What follows belongs to an exercise in optimizing a design on an open flow for small area; a production flow would make more cautious choices. The RTL was checked by simulation tests, not by an equivalence proof against the original design. Power figures rest on the tool's default switching activity, not on a simulated workload.

Setup of blue:
==> flow/design.v (excerpt) <==
module obj_track (
    input  wire        sys_clk,
    input  wire        sys_rst_n,
    input  wire        pre_hs,
    input  wire        pre_vs,
    input  wire        pre_wr_en,
    input  wire        pre_1bit,
    input  wire [15:0] cam_data,
    output wire [15:0] fusion_rgb565,
    output wire        fusion_hs,
    output wire        fusion_vs,
    output wire        fusion_wr_en,
    output wire [7:0]  obj_num
);
    wire         mul_hs, mul_vs, mul_wr_en;
    wire [639:0] box;
    wire [3:0]   box_cnt;
    wire         box_full;
    mul_obj_check u_mul_obj_check (
        .sys_clk   (sys_clk),
        .sys_rst_n (sys_rst_n),
        .pre_hs    (pre_hs),
        .pre_vs    (pre_vs),
        .pre_wr_en (pre_wr_en),
        .pre_1bit  (pre_1bit),
        .mul_hs    (mul_hs),
        .mul_vs    (mul_vs),
        .mul_wr_en (mul_wr_en),
        .box       (box),
        .box_cnt   (box_cnt),
        .box_full  (box_full)
    );
    boundary_fusion u_boundary_fusion (
        .sys_clk       (sys_clk),
        .sys_rst_n     (sys_rst_n),
        .pre_wr_en     (mul_wr_en),
        .pre_hs        (mul_hs),
        .pre_vs        (mul_vs),
        .box           (box),
        .box_cnt       (box_cnt),
        .box_full      (box_full),
        .cam_data      (cam_data),
        .fusion_rgb565 (fusion_rgb565),
        .fusion_hs     (fusion_hs),
        .fusion_vs     (fusion_vs),
        .fusion_wr_en  (fusion_wr_en),
        .obj_num       (obj_num)
    );
endmodule
For scale: roughly 4800 cells after synthesis, about 49 I/O pins.
==> flow/config.mk <==
export PLATFORM = sky130hd
export DESIGN_NAME = obj_track
export DESIGN_NICKNAME = obj_track
export VERILOG_FILES = /design/flow/design.v
export SDC_FILE = /design/flow/constraint.sdc
export NUM_CORES = 4
export LEC_CHECK = 0
export CAP_MARGIN = 20
export CORE_MARGIN = 2
export CORE_UTILIZATION = 60
export CTS_BUF_LIST = sky130_fd_sc_hd__clkbuf_4
export PLACE_DENSITY = 0.7
export SLEW_MARGIN = 20
==> flow/constraint.sdc <==
create_clock -name core_clock -period 8.0 [get_ports {sys_clk}]
set_input_delay 1.6000 -clock core_clock [delete_from_list [all_inputs] [get_ports {sys_clk}]]
set_output_delay 1.6000 -clock core_clock [all_outputs]
set_load 0.01 [all_outputs]
standard.sh (not shown) runs the stock make flow with config.mk's settings and CLKGATE_MAP_FILE= SYNTH_SCRIPT=/design/flow/synth_recipe.tcl, a recipe that flattens the netlist after the stock synthesis.
==> flow/flow/run.sh <==
#!/bin/bash
# Layout flow: the standard flow (standard.sh), with one change in synthesis:
# the combinational logic is mapped by ABC with an area-oriented script
# (flow/area.abc) instead of ORFS's speed script. Everything else in
# synthesis (register mapping, flatten, renaming) is the standard flow's own script.
set -euo pipefail
W=$(pwd)
# ORFS synth.tcl with only the ABC script path replaced
sed 's#^\(\s*\)log_cmd abc {\*}$abc_args#\1set abc_args [lreplace $abc_args 1 1 '"$W"'/flow/area.abc]\n\1log_cmd abc {*}$abc_args#' \
    "$FLOW_HOME/scripts/synth.tcl" > "$W/synth_area.tcl"
grep -q "flow/area.abc" "$W/synth_area.tcl"
# The standard flow's synthesis script, sourcing the edited synth.tcl
sed "s#source \$::env(SCRIPTS_DIR)/synth.tcl#source $W/synth_area.tcl#" "$W/synth_recipe.tcl" > "$W/synth_flow.tcl"
grep -q "synth_area.tcl" "$W/synth_flow.tcl"
bash "$W/standard.sh" SYNTH_SCRIPT="$W/synth_flow.tcl" finish > "$W/make_finish.log" 2>&1
==> flow/flow/area.abc <==
strash
&get -n
&fraig -x
&put
dc2
strash
&get -n
&dch -f
&nf -R 1000
&put
strash
dc2
&get -n
&dch -f
&nf -R 1000
&put
blue was carried through to the last stage, and its layout satisfied the timing, DRC and antenna checks.
Changes in orange relative to blue:
# blue
export LEC_CHECK = 0
export CAP_MARGIN = 20
export CORE_MARGIN = 2
export CORE_UTILIZATION = 60
export CTS_BUF_LIST = sky130_fd_sc_hd__clkbuf_4
export PLACE_DENSITY = 0.7
export SLEW_MARGIN = 20
create_clock -name core_clock -period 8.0 [get_ports {sys_clk}]
# orange
export LEC_CHECK = 0
export CAP_MARGIN = 20
export CORE_MARGIN = 2
export CORE_UTILIZATION = 40
export PLACE_DENSITY = 0.6
export SLEW_MARGIN = 20
create_clock -name core_clock -period 8.0 [get_ports {sys_clk}]
Findings:
Compared to blue, orange was floorplanned on a bigger die.
Going from blue to orange, the number of well-tap cells placed was found to have gone up by 662.
orange vs. blue: length of routed met2 wiring has increased; share of the core filled with cells has decreased; clock group share of total power has increased.

==> separate check: timing with driven ports <==
How much do the figures lean on ideal ports? The routed layouts below were timed once more, with nothing changed but the port constraints. Step 1 sets driving cells, clkbuf_16 on the clock port and buf_2 on the other inputs (assumed; they add their load-dependent delay and slew). Step 2 times the ports against the registers' clock, not the clock port: input delays grow and output delays shrink by t, the midpoint of the rising clock arrivals with the driver on. Three values: ideal ports, drivers, drivers and shift; two values: the first two.
run | shift t [ns] | setup WS [ns] | worst setup path at the end | worst slew at a driven data input, ns
blue | 1.280 | 1.338 / 1.338 / 1.338 | register to register | 0.04
orange | 0.876 | 0.865 / 0.865 / 0.865 | register to register | 0.04
After both steps setup and hold are still met in every run listed.
